Background: an optimization exercise with open tools, aiming at small area, a short achievable clock period and few clock cycles per item. Do not read the settings as production practice. At most, simulation tests tie the RTL to the original design; equivalence was not proved. Power is estimated from default activity; no workload was simulated.

==> run X: inputs <==
## systolic_pe
module systolic_pe(
  clk, reset, cntrl,
  i_stb, o_stb, i_busy, o_busy,
  data_in, weight_in, acc_in,
  acc_out, data_out, weight_out
);
  input wire clk;
  input wire reset;
  input wire cntrl;
  input wire i_stb;
  input wire i_busy;
  input wire [7:0] data_in;
  input wire [7:0] weight_in;
  input wire [31:0] acc_in;
  output wire [31:0] acc_out;
  output wire [7:0] data_out;
  output wire [7:0] weight_out;
  output wire o_stb;
  output wire o_busy;
  reg valid;
  wire load = ~valid | ~i_busy;
  always @(posedge clk) begin
    if (reset) valid <= 1'b0;
    else if (load) valid <= i_stb;
  end
  assign o_stb  = valid;
  assign o_busy = valid;
  wire pp0_0 = data_in[0] & weight_in[0];
  wire pp0_1 = data_in[0] & weight_in[1];
  wire pp0_2 = data_in[0] & weight_in[2];
  wire pp0_3 = data_in[0] & weight_in[3];
  wire pp0_4 = data_in[0] & weight_in[4];
  wire pp0_5 = data_in[0] & weight_in[5];
  wire pp0_6 = data_in[0] & weight_in[6];
  wire pp0_7 = data_in[0] & weight_in[7];
  wire pp1_0 = data_in[1] & weight_in[0];
  wire pp1_1 = data_in[1] & weight_in[1];
  wire pp1_2 = data_in[1] & weight_in[2];
  wire pp1_3 = data_in[1] & weight_in[3];
  wire pp1_4 = data_in[1] & weight_in[4];
  wire pp1_5 = data_in[1] & weight_in[5];
  wire pp1_6 = data_in[1] & weight_in[6];
  wire pp1_7 = data_in[1] & weight_in[7];
  wire pp2_0 = data_in[2] & weight_in[0];
  wire pp2_1 = data_in[2] & weight_in[1];
  wire pp2_2 = data_in[2] & weight_in[2];
  wire pp2_3 = data_in[2] & weight_in[3];
  wire pp2_4 = data_in[2] & weight_in[4];
  wire pp2_5 = data_in[2] & weight_in[5];
  wire pp2_6 = data_in[2] & weight_in[6];
  wire pp2_7 = data_in[2] & weight_in[7];
  wire pp3_0 = data_in[3] & weight_in[0];
  wire pp3_1 = data_in[3] & weight_in[1];
  ...
export LEC_CHECK = 0
export CAP_MARGIN = 20
export CORE_MARGIN = 2
export CORE_UTILIZATION = 40
export SETUP_SLACK_MARGIN = 0
export SLEW_MARGIN = 20
create_clock -name core_clock -period 5.0 [get_ports {clk}]
standard.sh (not shown) runs the stock make flow with config.mk's settings and CLKGATE_MAP_FILE= SYNTH_SCRIPT=/design/flow/synth_recipe.tcl, a recipe that flattens the netlist after the stock synthesis.
==> flow/flow/run.sh <==
#!/bin/bash
# The standard layout, with two changes: Yosys's synth runs without its quick
# internal abc pass (so the full adders extract without inverters; the final
# abc mapping still runs), and the port buffers are plain buffer cells.
set -euo pipefail
export SYNTH_ARGS="-noabc"
export BUFFER_PORTS_ARGS="-buffer_cell sky130_fd_sc_hd__buf_2"
bash standard.sh finish > standard_flow.log 2>&1
==> inputs of run R, as changes to run X <==
--- a/flow/design.v
+++ b/flow/design.v
@@ -204,46 +204,27 @@
   wire fa47_c = (fa34_c & pp7_7) | (fa34_c & acc_in[14]) | (pp7_7 & acc_in[14]);
   wire [16:0] row0 = {1'b0, fa47_c, fa46_c, fa45_c, fa44_c, fa43_c, fa42_c, fa41_c, fa40_c, fa39_c, fa38_c, fa37_c, fa36_c, fa35_c, ha7_c, acc_in[1], pp0_0};
   wire [16:0] row1 = {1'b0, acc_in[15], fa47_s, fa46_s, fa45_s, fa44_s, fa43_s, fa42_s, fa41_s, fa40_s, fa39_s, fa38_s, fa37_s, fa36_s, fa35_s, ha7_s, acc_in[0]};
   reg [7:0]  data_r;
   reg [7:0]  weight_r;
   reg [15:0] acc_hi_r;
-  wire [6:0] sum_lo = row0[5:0] + row1[5:0];
-  reg  [5:0] sum_lo_r;
-  reg  [16:6] row0_r;
-  reg  [16:6] row1_r;
+  wire [8:0] sum_lo = row0[7:0] + row1[7:0];
+  reg  [7:0] sum_lo_r;
+  reg  [16:8] row0_r;
+  reg  [16:8] row1_r;
   reg  cin_r;
   always @(posedge clk) begin
     if (load) begin
       data_r   <= data_in;
       weight_r <= weight_in;
       acc_hi_r <= acc_in[31:16];
-      sum_lo_r <= sum_lo[5:0];
-      cin_r    <= sum_lo[6];
-      row0_r   <= row0[16:6];
-      row1_r   <= row1[16:6];
+      sum_lo_r <= sum_lo[7:0];
+      cin_r    <= sum_lo[8];
+      row0_r   <= row0[16:8];
+      row1_r   <= row1[16:8];
     end
   end
-  wire [11:0] mid = {row0_r[15:6], cin_r} + {row1_r[15:6], cin_r};
-  wire inc = mid[11] | row0_r[16] | row1_r[16];
-  wire [15:0] all1;
-  assign all1[0] = 1'b1;
-  assign all1[1] = &acc_hi_r[0:0];
-  assign all1[2] = &acc_hi_r[1:0];
-  assign all1[3] = &acc_hi_r[2:0];
-  assign all1[4] = &acc_hi_r[3:0];
-  assign all1[5] = &acc_hi_r[4:0];
-  assign all1[6] = &acc_hi_r[5:0];
-  assign all1[7] = &acc_hi_r[6:0];
-  assign all1[8] = &acc_hi_r[7:0];
-  assign all1[9] = &acc_hi_r[8:0];
-  assign all1[10] = &acc_hi_r[9:0];
-  assign all1[11] = &acc_hi_r[10:0];
-  assign all1[12] = &acc_hi_r[11:0];
-  assign all1[13] = &acc_hi_r[12:0];
-  assign all1[14] = &acc_hi_r[13:0];
-  assign all1[15] = &acc_hi_r[14:0];
-  wire [15:0] hi = acc_hi_r ^ (all1 & {16{inc}});
-  assign acc_out    = {hi, mid[10:1], sum_lo_r};
+  wire [31:8] hi = {acc_hi_r, row0_r[15:8]} + {15'd0, row1_r[16] | row0_r[16], row1_r[15:8]} + cin_r;
+  assign acc_out    = {hi, sum_lo_r};
   assign data_out   = data_r;
   assign weight_out = weight_r;
 endmodule
Settings changed: SETUP_SLACK_MARGIN 0 to 1.0.
==> impl_metrics.tcl <==
set metrics [dict create \
    outcome "timing/DRC/antenna clean" \
    synth_area_mm2 0.00420 \
    stdcell_count 561 \
    use_met3_pct 3.56 \
    cp.arrival_ns 2.60 \
    core-area_mm2 0.0103 \
    period_share_pct 71.9 \
]
the above is filed under run X

==> impl_metrics.tcl <==
set metrics [dict create \
    core-area_mm2 0.0102 \
    stdcell_count 552 \
    cp.arrival_ns 3.88 \
    outcome "timing/DRC/antenna clean" \
    synth-edff-count 57 \
    cpMostUsedCell "fa_1" \
    synth_area_mm2 0.00417 \
]
the above is filed under run R

Testbench counts of run X, summed over its fixed seeds: cycles 2,056, items 2,048.
For run R, only the layout was checked, not whether the RTL still works.

---

==> trial 89 <==
RTL: one of the versions met above, not the one the previous note started from.
==> flow/config.mk <==
export PLATFORM = sky130hd
export DESIGN_NAME = systolic_pe
export DESIGN_NICKNAME = systolic_pe
export VERILOG_FILES = /design/flow/design.v
export SDC_FILE = /design/flow/constraint.sdc
export NUM_CORES = 4
export LEC_CHECK = 0
export CAP_MARGIN = 20
export CORE_MARGIN = 2
export CORE_UTILIZATION = 40
export SETUP_SLACK_MARGIN = 2.0
export SLEW_MARGIN = 20
==> flow/constraint.sdc <==
create_clock -name core_clock -period 5.0 [get_ports {clk}]
set_input_delay 1.0000 -clock core_clock [delete_from_list [all_inputs] [get_ports {clk}]]
set_output_delay 1.0000 -clock core_clock [all_outputs]
set_load 0.01 [all_outputs]
Scripts as last shown in full above: flow/flow/run.sh
==> trial 25 (differences from trial 89) <==
--- a/flow/design.v
+++ b/flow/design.v
@@ -202,29 +202,29 @@
   wire fa46_c = (fa33_c & acc_in[13]) | (fa33_c & fa34_s) | (acc_in[13] & fa34_s);
   wire fa47_s = fa34_c ^ pp7_7 ^ acc_in[14];
   wire fa47_c = (fa34_c & pp7_7) | (fa34_c & acc_in[14]) | (pp7_7 & acc_in[14]);
   wire [16:0] row0 = {1'b0, fa47_c, fa46_c, fa45_c, fa44_c, fa43_c, fa42_c, fa41_c, fa40_c, fa39_c, fa38_c, fa37_c, fa36_c, fa35_c, ha7_c, acc_in[1], pp0_0};
   wire [16:0] row1 = {1'b0, acc_in[15], fa47_s, fa46_s, fa45_s, fa44_s, fa43_s, fa42_s, fa41_s, fa40_s, fa39_s, fa38_s, fa37_s, fa36_s, fa35_s, ha7_s, acc_in[0]};
   reg [7:0]  data_r;
   reg [7:0]  weight_r;
   reg [15:0] acc_hi_r;
-  wire [8:0] sum_lo = row0[7:0] + row1[7:0];
-  reg  [7:0] sum_lo_r;
-  reg  [16:8] row0_r;
-  reg  [16:8] row1_r;
+  wire [4:0] sum_lo = row0[3:0] + row1[3:0];
+  reg  [3:0] sum_lo_r;
+  reg  [16:4] row0_r;
+  reg  [16:4] row1_r;
   reg  cin_r;
   always @(posedge clk) begin
     if (load) begin
       data_r   <= data_in;
       weight_r <= weight_in;
       acc_hi_r <= acc_in[31:16];
-      sum_lo_r <= sum_lo[7:0];
-      cin_r    <= sum_lo[8];
-      row0_r   <= row0[16:8];
-      row1_r   <= row1[16:8];
+      sum_lo_r <= sum_lo[3:0];
+      cin_r    <= sum_lo[4];
+      row0_r   <= row0[16:4];
+      row1_r   <= row1[16:4];
     end
   end
-  wire [31:8] hi = {acc_hi_r, row0_r[15:8]} + {15'd0, row1_r[16] | row0_r[16], row1_r[15:8]} + cin_r;
+  wire [31:4] hi = {acc_hi_r, row0_r[15:4]} + {15'd0, row1_r[16] | row0_r[16], row1_r[15:4]} + cin_r;
   assign acc_out    = {hi, sum_lo_r};
   assign data_out   = data_r;
   assign weight_out = weight_r;
 endmodule
SETUP_SLACK_MARGIN = 0   (was 2.0)
==> trial 6 (differences from trial 89) <==
--- a/flow/design.v
+++ b/flow/design.v
@@ -202,29 +202,23 @@
   wire fa46_c = (fa33_c & acc_in[13]) | (fa33_c & fa34_s) | (acc_in[13] & fa34_s);
   wire fa47_s = fa34_c ^ pp7_7 ^ acc_in[14];
   wire fa47_c = (fa34_c & pp7_7) | (fa34_c & acc_in[14]) | (pp7_7 & acc_in[14]);
   wire [16:0] row0 = {1'b0, fa47_c, fa46_c, fa45_c, fa44_c, fa43_c, fa42_c, fa41_c, fa40_c, fa39_c, fa38_c, fa37_c, fa36_c, fa35_c, ha7_c, acc_in[1], pp0_0};
   wire [16:0] row1 = {1'b0, acc_in[15], fa47_s, fa46_s, fa45_s, fa44_s, fa43_s, fa42_s, fa41_s, fa40_s, fa39_s, fa38_s, fa37_s, fa36_s, fa35_s, ha7_s, acc_in[0]};
   reg [7:0]  data_r;
   reg [7:0]  weight_r;
   reg [15:0] acc_hi_r;
-  wire [8:0] sum_lo = row0[7:0] + row1[7:0];
-  reg  [7:0] sum_lo_r;
-  reg  [16:8] row0_r;
-  reg  [16:8] row1_r;
-  reg  cin_r;
+  reg  [16:0] row0_r;
+  reg  [16:0] row1_r;
   always @(posedge clk) begin
     if (load) begin
       data_r   <= data_in;
       weight_r <= weight_in;
       acc_hi_r <= acc_in[31:16];
-      sum_lo_r <= sum_lo[7:0];
-      cin_r    <= sum_lo[8];
-      row0_r   <= row0[16:8];
-      row1_r   <= row1[16:8];
+      row0_r   <= row0;
+      row1_r   <= row1;
     end
   end
-  wire [31:8] hi = {acc_hi_r, row0_r[15:8]} + {15'd0, row1_r[16] | row0_r[16], row1_r[15:8]} + cin_r;
-  assign acc_out    = {hi, sum_lo_r};
+  assign acc_out    = {acc_hi_r, row0_r[15:0]} + {15'd0, row1_r[16] | row0_r[16], row1_r[15:0]};
   assign data_out   = data_r;
   assign weight_out = weight_r;
 endmodule
==> flow/run.sh (new file) <==
#!/bin/bash
# synth_recipe.tcl (not shown) runs the flow's synth.tcl, then flattens the netlist and writes it again
# the make line also repeats each setting of config.mk as NAME=value (left out here)
make -C /OpenROAD-flow-scripts/flow DESIGN_CONFIG=/design/flow/config.mk WORK_HOME=/design/flow/orfs CLKGATE_MAP_FILE= SYNTH_SCRIPT=/design/flow/synth_recipe.tcl finish
SETUP_SLACK_MARGIN = default   (was 2.0)
removed: flow/flow/run.sh
removed: flow/standard.sh
==> trial 32 (differences from trial 89) <==
--- a/flow/design.v
+++ b/flow/design.v
@@ -199,32 +199,52 @@
   wire fa45_s = fa32_c ^ fa23_s ^ fa33_s;
   wire fa45_c = (fa32_c & fa23_s) | (fa32_c & fa33_s) | (fa23_s & fa33_s);
   wire fa46_s = fa33_c ^ acc_in[13] ^ fa34_s;
   wire fa46_c = (fa33_c & acc_in[13]) | (fa33_c & fa34_s) | (acc_in[13] & fa34_s);
   wire fa47_s = fa34_c ^ pp7_7 ^ acc_in[14];
   wire fa47_c = (fa34_c & pp7_7) | (fa34_c & acc_in[14]) | (pp7_7 & acc_in[14]);
   wire [16:0] row0 = {1'b0, fa47_c, fa46_c, fa45_c, fa44_c, fa43_c, fa42_c, fa41_c, fa40_c, fa39_c, fa38_c, fa37_c, fa36_c, fa35_c, ha7_c, acc_in[1], pp0_0};
   wire [16:0] row1 = {1'b0, acc_in[15], fa47_s, fa46_s, fa45_s, fa44_s, fa43_s, fa42_s, fa41_s, fa40_s, fa39_s, fa38_s, fa37_s, fa36_s, fa35_s, ha7_s, acc_in[0]};
+  wire top = row0[16] | row1[16];
   reg [7:0]  data_r;
   reg [7:0]  weight_r;
   reg [15:0] acc_hi_r;
-  wire [8:0] sum_lo = row0[7:0] + row1[7:0];
-  reg  [7:0] sum_lo_r;
-  reg  [16:8] row0_r;
-  reg  [16:8] row1_r;
+  wire [7:0] sum_lo = row0[6:0] + row1[6:0];
+  reg  [6:0] sum_lo_r;
+  reg  [16:7] row0_r;
+  reg  [15:7] row1_r;
   reg  cin_r;
   always @(posedge clk) begin
     if (load) begin
       data_r   <= data_in;
       weight_r <= weight_in;
       acc_hi_r <= acc_in[31:16];
-      sum_lo_r <= sum_lo[7:0];
-      cin_r    <= sum_lo[8];
-      row0_r   <= row0[16:8];
-      row1_r   <= row1[16:8];
+      sum_lo_r <= sum_lo[6:0];
+      cin_r    <= sum_lo[7];
+      row0_r   <= {top, row0[15:7]};
+      row1_r   <= row1[15:7];
     end
   end
-  wire [31:8] hi = {acc_hi_r, row0_r[15:8]} + {15'd0, row1_r[16] | row0_r[16], row1_r[15:8]} + cin_r;
-  assign acc_out    = {hi, sum_lo_r};
+  wire [10:0] mid = {row0_r[15:7], cin_r} + {row1_r[15:7], cin_r};
+  wire inc = mid[10] | row0_r[16];
+  wire [15:0] all1;
+  assign all1[0] = 1'b1;
+  assign all1[1] = &acc_hi_r[0:0];
+  assign all1[2] = &acc_hi_r[1:0];
+  assign all1[3] = &acc_hi_r[2:0];
+  assign all1[4] = &acc_hi_r[3:0];
+  assign all1[5] = &acc_hi_r[4:0];
+  assign all1[6] = &acc_hi_r[5:0];
+  assign all1[7] = &acc_hi_r[6:0];
+  assign all1[8] = &acc_hi_r[7:0];
+  assign all1[9] = &acc_hi_r[8:0];
+  assign all1[10] = &acc_hi_r[9:0];
+  assign all1[11] = &acc_hi_r[10:0];
+  assign all1[12] = &acc_hi_r[11:0];
+  assign all1[13] = &acc_hi_r[12:0];
+  assign all1[14] = &acc_hi_r[13:0];
+  assign all1[15] = &acc_hi_r[14:0];
+  wire [15:0] hi = acc_hi_r ^ (all1 & {16{inc}});
+  assign acc_out    = {hi, mid[9:1], sum_lo_r};
   assign data_out   = data_r;
   assign weight_out = weight_r;
 endmodule
==> flow/flow/run.sh (replaced) <==
#!/bin/bash
# The standard layout, with two changes: Yosys's synth runs without its quick
# internal abc pass (so the full adders extract without inverters; the final
# abc mapping still runs), and the port buffers are plain buffer cells.
set -euo pipefail
export SYNTH_ARGS="-noabc"
export BUFFER_PORTS_ARGS="-buffer_cell sky130_fd_sc_hd__buf_1"
export CTS_ARGS="-sink_clustering_enable -repair_clock_nets -dont_use_dummy_load"
bash standard.sh finish > standard_flow.log 2>&1
SETUP_SLACK_MARGIN = 1.5   (was 2.0)
==> notes <==
Combinational power, highest first: trial 6, trial 89, trial 32, trial 25.
Global-route usage, lowest first: trial 25, trial 89, trial 6, trial 32.
In trial 25 the non-clock buffer count is lower than in trial 89, by 9.
The highest wire length belongs to trial 6, the lowest to trial 89.
No run of this note included a check of the RTL's function; only the layout flow was run.

-- re-timing with driven ports --
How much do the figures lean on ideal ports? The routed layouts below were timed once more, with nothing changed but the port constraints. Step 1 sets driving cells, clkbuf_16 on the clock port and buf_2 on the other inputs (assumed; they add their load-dependent delay and slew). Step 2 times the ports against the registers' clock, not the clock port: input delays grow and output delays shrink by t, the midpoint of the rising clock arrivals with the driver on. Slacks: ideal ports / drivers / drivers and shift; pairs: ideal ports / drivers.
run	t, ns	setup WS [ns]	worst slew at a driven data input, ns
run X	0.365	1.403 / 1.369 / 1.174	0.04
run R	0.357	1.193 / 1.203 / 0.846	0.05
trial 89	0.358	1.388 / 1.358 / 1.062	0.06
trial 25	0.370	1.122 / 1.090 / 1.446	0.04
trial 6	0.362	0.540 / 0.504 / 0.866	0.05
trial 32	0.363	1.562 / 1.575 / 1.212	0.05
After both steps setup and hold are still met in every run listed. For trial 32, which loses most, drivers alone change the setup slack by +0.013 ns; drivers and shift together by -0.350 ns.
